Background: an optimization exercise with open tools, aiming at small area. Do not read the settings as production practice.
The RTL was checked by simulation tests, not by an equivalence proof against the original design.
The flow treats the clock pin as an ideal source, which a real chip does not have.
Power and IR drop assume default switching activity.

==> flow/design.v <==
module spi_ctrl
(
    input wire i_clk,
    input wire i_rst,
    input wire i_en,
    input wire i_miso,
    output wire o_spi_clk,
    output wire o_spi_cs_n,
    output wire [15:0] o_data,
    output wire o_status
);
reg s1, s0;
reg [3:0] bit_count;
reg [15:0] data_r;
reg [5:0] lo;
reg b6;
reg [8:0] hi;
reg latch_r;
wire recv = s0 & ~s1;
wire lo_z = (lo[4:0] == 5'd0);
wire lo_wrap = lo_z & lo[5];                  
wire [5:0] lo_step = {lo[4:0], lo[5] ^ lo[4] ^ lo_z};
wire [8:0] hi_inc;
spi_inc9 u_inc (.a(hi), .ci(lo_wrap & b6), .s(hi_inc));
wire last = (bit_count == 4'd15);
always @(posedge i_clk, posedge i_rst)
    if (i_rst) begin
        s1        <= 1'b0;
        s0        <= 1'b0;
        data_r    <= 16'd0;
        lo        <= 6'd0;
        b6        <= 1'b0;
        hi        <= 9'd0;
    end else begin
        lo        <= lo_step & {6{i_en}};
        b6        <= (b6 ^ lo_wrap) & i_en;
        hi        <= hi_inc & {9{i_en}};
        s1        <= s0 & (s1 | last);
        s0        <= s0 ? ~s1 : i_en;
        if (recv && latch_r)
            data_r <= {data_r[14:0], i_miso};
    end
always @(posedge i_clk) begin
    latch_r   <= (hi != 9'd0) && !b6 && (lo == 6'b011000);
    bit_count <= recv ? bit_count + {3'd0, latch_r} : 4'd0;
end
assign o_spi_clk = b6;
assign o_status = s1;
assign o_data = data_r;
assign o_spi_cs_n = ~recv;
endmodule
module spi_inc9(input wire [8:0] a, input wire ci, output wire [8:0] s);
wire [8:0] c;
assign c[0] = ci;
genvar i;
generate for (i = 0; i < 8; i = i + 1) begin : g
    pwm_ha u (.a(a[i]), .b(c[i]), .s(s[i]), .co(c[i+1]));
end endgenerate
assign s[8] = a[8] ^ c[8];
endmodule
module pwm_ctrl(
    input wire clk,
    input wire rst,
    input wire En,
    input wire [31:0] Ton,
    input wire [31:0] Tp,
    output wire  op,
    output wire [31:0] cnt_val,
    output wire [31:0] milli_cnt
);
reg [31:0] q_reg;
reg [31:0] q2_reg;
reg op_r;
wire milli_tick;
lfsr_prescaler #(
    .R    (17'h0e39a),
    .T    (17'h171cc),
    .MASK (17'h17dff),
    .J    (1)
) u_pre (
    .clk  (clk),
    .rst  (rst),
    .term (milli_tick)
);
wire lt_tp, lt_ton;
pwm_lt32 u_lt_tp  (.q(q_reg), .b(Tp),  .lt(lt_tp));
pwm_lt32 u_lt_ton (.q(q_reg), .b(Ton), .lt(lt_ton));
wire [31:0] q_inc, q2_inc;
pwm_inc1_32 u_inc_q (.a(q_reg), .s(q_inc));
pwm_inc32 u_inc_q2 (.a(q2_reg), .ci(milli_tick), .s(q2_inc));
wire go = En & lt_tp;
always @(posedge clk, posedge rst)
    if (rst) begin
        q_reg  <= 32'd0;
        q2_reg <= 32'd0;
        op_r   <= 1'b0;
    end else begin
        q_reg  <= q_inc & {32{go}};
        q2_reg <= q2_inc;
        op_r   <= En & lt_ton;
    end
assign op = op_r;
assign cnt_val = q_reg;
assign milli_cnt = q2_reg;
endmodule
module pwm_lt_e(input wire q, input wire b, input wire c, output wire yn);
assign yn = ~((~q & b) | ((~q | b) & c));
endmodule
module pwm_lt_o(input wire q, input wire b, input wire cn, output wire y);
assign y = ~((q | ~b) & ((q & ~b) | cn));
endmodule
module pwm_lt32(input wire [31:0] q, input wire [31:0] b, output wire lt);
wire [32:0] c;
assign c[0] = 1'b0;
assign c[1] = ~(~q[0] & b[0]);
pwm_lt_o u_o0 (.q(q[1]), .b(b[1]), .cn(c[1]), .y(c[2]));
genvar i;
generate for (i = 2; i < 32; i = i + 2) begin : g
    pwm_lt_e ue (.q(q[i]),   .b(b[i]),   .c(c[i]),    .yn(c[i+1]));
    pwm_lt_o uo (.q(q[i+1]), .b(b[i+1]), .cn(c[i+1]), .y(c[i+2]));
end endgenerate
assign lt = c[32];
endmodule
module pwm_ha(input wire a, input wire b, output wire s, output wire co);
assign {co, s} = a + b;
endmodule
module pwm_inc32(input wire [31:0] a, input wire ci, output wire [31:0] s);
wire [32:0] c;
assign c[0] = ci;
genvar i;
generate for (i = 0; i < 31; i = i + 1) begin : g
    pwm_ha u (.a(a[i]), .b(c[i]), .s(s[i]), .co(c[i+1]));
end endgenerate
assign s[31] = a[31] ^ c[31];
endmodule
module pwm_inc1_32(input wire [31:0] a, output wire [31:0] s);
wire [31:0] c;
assign s[0] = ~a[0];
assign c[1] = a[0];
genvar i;
generate for (i = 1; i < 31; i = i + 1) begin : g
    pwm_ha u (.a(a[i]), .b(c[i]), .s(s[i]), .co(c[i+1]));
end endgenerate
assign s[31] = a[31] ^ c[31];
endmodule
module sevensegment(clk, reset, temp1, temp2, temp3, temp4, seg_out, seg_clk, anode);
input clk;
input reset;
input [3:0] temp1;
input [3:0] temp2;
input [3:0] temp3;
input [3:0] temp4;
output reg seg_clk;
output reg [6:0] seg_out;
output reg [3:0] anode;
wire term;
lfsr_prescaler #(
    .R    (17'h04da4),
    .T    (17'h126d6),
    .MASK (17'h17ffb),
    .J    (3)
) u_pre (
    .clk  (clk),
    .rst  (reset),
    .term (term)
);
wire seg_tick = term & ~seg_clk;
wire first = anode[3] & anode[2] & anode[1];
wire shown = ~(first & anode[0]);
reg [3:0] bcd;       
reg [3:0] disp;      
wire [3:0] sel = ({4{first}}     & temp1) |
                 ({4{~anode[3]}} & temp2) |
                 ({4{~anode[2]}} & temp3) |
                 ({4{~anode[1]}} & temp4);
always @(posedge clk, posedge reset)
    if (reset) begin
        seg_clk <= 1'b0;
    end else if (term) begin
        seg_clk <= ~seg_clk;
    end
always @(posedge clk, posedge reset)
    if (reset) begin
        bcd   <= 4'b0000;
        anode <= 4'b1111;
    end else if (seg_tick) begin
        bcd   <= sel;
        anode <= {~first, anode[3:1]};
    end
always @(posedge clk)
    if (seg_tick) disp <= bcd;
wire [6:0] dec = (disp == 4'd1) ? 7'b111_1001 :
                 (disp == 4'd2) ? 7'b010_0100 :
                 (disp == 4'd3) ? 7'b011_0000 :
                 (disp == 4'd4) ? 7'b001_1001 :
                 (disp == 4'd5) ? 7'b001_0010 :
                 (disp == 4'd6) ? 7'b000_0010 :
                 (disp == 4'd7) ? 7'b111_1000 :
                 (disp == 4'd8) ? 7'b000_0000 :
                 (disp == 4'd9) ? 7'b001_0000 :
                                  7'b100_0000;
always @* seg_out = (first & anode[0]) ? 7'b111_1111 : dec;
endmodule
module temp_ctrl_periph (
    input  wire        clk,
    input  wire        rst,
    input  wire        spi_en,
    input  wire        spi_miso,
    output wire        spi_clk,
    output wire        spi_cs_n,
    output wire [15:0] spi_data,
    output wire        spi_status,
    input  wire        pwm_en,
    input  wire [31:0] pwm_ton,
    input  wire [31:0] pwm_tp,
    output wire        pwm_out,
    output wire [31:0] pwm_cnt,
    output wire [31:0] pwm_milli_cnt,
    input  wire [3:0]  disp_d0,
    input  wire [3:0]  disp_d1,
    input  wire [3:0]  disp_d2,
    input  wire [3:0]  disp_d3,
    output wire [6:0]  seg_out,
    output wire        seg_clk,
    output wire [3:0]  anode
);
spi_ctrl u_spi (
    .i_clk      (clk),
    .i_rst      (rst),
    .i_en       (spi_en),
    .i_miso     (spi_miso),
    .o_spi_clk  (spi_clk),
    .o_spi_cs_n (spi_cs_n),
    .o_data     (spi_data),
    .o_status   (spi_status)
);
pwm_ctrl u_pwm (
    .clk       (clk),
    .rst       (rst),
    .En        (pwm_en),
    .Ton       (pwm_ton),
    .Tp        (pwm_tp),
    .op        (pwm_out),
    .cnt_val   (pwm_cnt),
    .milli_cnt (pwm_milli_cnt)
);
sevensegment u_seg (
    .clk     (clk),
    .reset   (rst),
    .temp1   (disp_d0),
    .temp2   (disp_d1),
    .temp3   (disp_d2),
    .temp4   (disp_d3),
    .seg_out (seg_out),
    .seg_clk (seg_clk),
    .anode   (anode)
);
endmodule
module lfsr_prescaler #(
    parameter [16:0] R    = 17'h0,
    parameter [16:0] T    = 17'h0,
    parameter [16:0] MASK = 17'h1ffff,
    parameter integer J   = 0
) (
    input  wire clk,
    input  wire rst,
    output wire term
);
reg  [16:0] s;
wire [16:0] step = {s[15:0], s[16] ^ s[2]};
assign term = ((s ^ T) & MASK) == 17'b0;
integer i;
reg [16:0] nxt;
always @* begin
    nxt = step;
    if (term) nxt[J] = R[J];
end
always @(posedge clk, posedge rst)
    if (rst) s <= R;
    else     s <= nxt;
endmodule
export LEC_CHECK = 0
export CAP_MARGIN = 20
export CORE_MARGIN = 2
export CORE_UTILIZATION = 60
export SLEW_MARGIN = 20
export SYNTH_HIERARCHICAL = 1
create_clock -name core_clock -period 10.0 [get_ports {clk}]
standard.sh (not shown) runs the stock make flow with config.mk's settings and CLKGATE_MAP_FILE= SYNTH_SCRIPT=/design/flow/synth_recipe.tcl, a recipe that flattens the netlist after the stock synthesis.
==> flow/flow/run.sh <==
#!/bin/bash
# The standard layout with these changes: the port buffers are the smallest
# buffer (buf_1); after floorplan every logic cell is set to drive strength 1
# (repair_design and repair_timing size up what needs it); clock tree
# synthesis adds no dummy loads, and clock buffers whose flip-flops would see
# too slow a clock edge are made stronger (post_cts.tcl).
set -euo pipefail
here=$(pwd)
export BUFFER_PORTS_ARGS="-buffer_cell sky130_fd_sc_hd__buf_1"
export POST_FLOORPLAN_TCL="$here/flow/downsize.tcl"
export POST_CTS_TCL="$here/flow/post_cts.tcl"
export CTS_ARGS="-sink_clustering_enable -repair_clock_nets -dont_use_dummy_load -buf_list {$(cat flow/cts_bufs)} $(cat flow/cts_extra 2>/dev/null || true)"
bash standard.sh > standard.log 2>&1
==> flow/flow/cts_bufs <==
sky130_fd_sc_hd__clkbuf_4
==> flow/flow/cts_extra <==
-sink_clustering_size 10
==> flow/flow/downsize.tcl <==
# After synthesis and floorplan: put every logic cell at its smallest drive
# strength (X_1), leaving repair_design and repair_timing to size up what the
# layout needs.
set n 0
foreach inst [get_cells *] {
  set m [get_property $inst ref_name]
  if {[regexp {^(sky130_fd_sc_hd__[a-z0-9]+)_([0-9]+)$} $m -> base d]} {
    if {$d == 1 || [string match *tap* $base] || [string match *conb* $base]} { continue }
    set lc [get_lib_cells -quiet ${base}_1]
    if {$lc eq ""} { continue }
    if {[catch {replace_cell $inst $lc} err]} { puts "downsize: $inst $m: $err"; continue }
    incr n
  }
}
puts "downsize: $n cells set to drive strength 1"
==> flow/flow/post_cts.tcl <==
estimate_parasitics -placement
set big [get_lib_cells sky130_fd_sc_hd__clkbuf_8]
set n 0
foreach inst [get_cells *] {
  set m [get_property $inst ref_name]
  if {$m ne "sky130_fd_sc_hd__clkbuf_4"} { continue }
  set out [get_pins -of_objects $inst -filter "direction==output"]
  set net [get_nets -of_objects $out]
  set mx 0
  foreach p [get_pins -of_objects $net -filter "direction==input"] {
    set s [get_property $p slew_max]
    if {$s > $mx} { set mx $s }
  }
  if {$mx > 0.118} {
    replace_cell $inst $big
    incr n
  }
}
puts "post_cts: $n clock buffers set to clkbuf_8"
if {$n > 0} {
  detailed_placement
  check_placement -verbose
  estimate_parasitics -placement
}
Edit:
--- a/flow/design.v
+++ b/flow/design.v
@@ -13,14 +13,9 @@
 reg [3:0] bit_count;
 reg [15:0] data_r;
-reg [5:0] lo;
-reg b6;
-reg [8:0] hi;
+reg [15:0] clk_cnt;
 reg latch_r;
 wire recv = s0 & ~s1;
-wire lo_z = (lo[4:0] == 5'd0);
-wire lo_wrap = lo_z & lo[5];                  
-wire [5:0] lo_step = {lo[4:0], lo[5] ^ lo[4] ^ lo_z};
-wire [8:0] hi_inc;
-spi_inc9 u_inc (.a(hi), .ci(lo_wrap & b6), .s(hi_inc));
+wire [15:0] cnt_inc;
+spi_inc16 u_inc (.a(clk_cnt), .s(cnt_inc));
 wire last = (bit_count == 4'd15);
 always @(posedge i_clk, posedge i_rst)
@@ -29,11 +24,7 @@
         s0        <= 1'b0;
         data_r    <= 16'd0;
-        lo        <= 6'd0;
-        b6        <= 1'b0;
-        hi        <= 9'd0;
+        clk_cnt   <= 16'd0;
     end else begin
-        lo        <= lo_step & {6{i_en}};
-        b6        <= (b6 ^ lo_wrap) & i_en;
-        hi        <= hi_inc & {9{i_en}};
+        clk_cnt   <= cnt_inc & {16{i_en}};
         s1        <= s0 & (s1 | last);
         s0        <= s0 ? ~s1 : i_en;
@@ -42,20 +33,22 @@
     end
 always @(posedge i_clk) begin
-    latch_r   <= (hi != 9'd0) && !b6 && (lo == 6'b011000);
+    latch_r   <= (clk_cnt[15:7] != 9'd0) && (clk_cnt[6:0] == 7'd10);
     bit_count <= recv ? bit_count + {3'd0, latch_r} : 4'd0;
 end
-assign o_spi_clk = b6;
+assign o_spi_clk = clk_cnt[6];
 assign o_status = s1;
 assign o_data = data_r;
 assign o_spi_cs_n = ~recv;
 endmodule
-module spi_inc9(input wire [8:0] a, input wire ci, output wire [8:0] s);
-wire [8:0] c;
-assign c[0] = ci;
-genvar i;
-generate for (i = 0; i < 8; i = i + 1) begin : g
+module spi_inc16(input wire [15:0] a, output wire [15:0] s);
+wire [16:0] c;
+assign c[0] = 1'b1;
+assign s[0] = ~a[0];
+assign c[1] = a[0];
+genvar i;
+generate for (i = 1; i < 15; i = i + 1) begin : g
     pwm_ha u (.a(a[i]), .b(c[i]), .s(s[i]), .co(c[i+1]));
 end endgenerate
-assign s[8] = a[8] ^ c[8];
+assign s[15] = a[15] ^ c[15];
 endmodule
 module pwm_ctrl(
Power stays flat.
Final cell count does not change.
Synthesized area hardly moves.
Die area hardly moves.
Sequential cell count stays the same.
Clock power is about the same.
First-iteration DRC count is higher by 4.3%.
Global-route usage increases by 0.71 points.
Sequential share of layout area went down by 0.25 points.
Clock-buffer cell count stays the same.
Utilization is about the same.

## re-timing with driven ports
In the flow no input, the clock included, has a driving cell. The finished layouts below were timed again as built, in two steps.
Step 1 (the two cells are an assumption about what drives the block):
set clk [get_ports {clk}]
set_driving_cell -lib_cell sky130_fd_sc_hd__clkbuf_16 $clk
set_driving_cell -lib_cell sky130_fd_sc_hd__buf_2 [delete_from_list [all_inputs] $clk]
Step 2, shift: input delay + t, output delay - t, t = (earliest + latest rising clock arrival at the registers) / 2. This alone moves slack from input paths to output paths.
a / b / c = ideal ports / drivers / drivers and shift; a / b = the first two.
run | t, ns | setup WS [ns] | latest minus earliest clock arrival (ns) | worst data-port slew with drivers (ns) | cell pins on the clock port's net
the first run | 0.427 | 0.936 / 0.946 / 0.519 | 0.029 / 0.029 | 0.05 | 1
the second run | 0.418 | 0.900 / 0.908 / 0.490 | 0.033 / 0.032 | 0.05 | 1
After both steps every run listed still meets setup and hold. The setup slack of the first run, which loses most, moves by +0.010 ns with the drivers and by -0.417 ns with both steps.
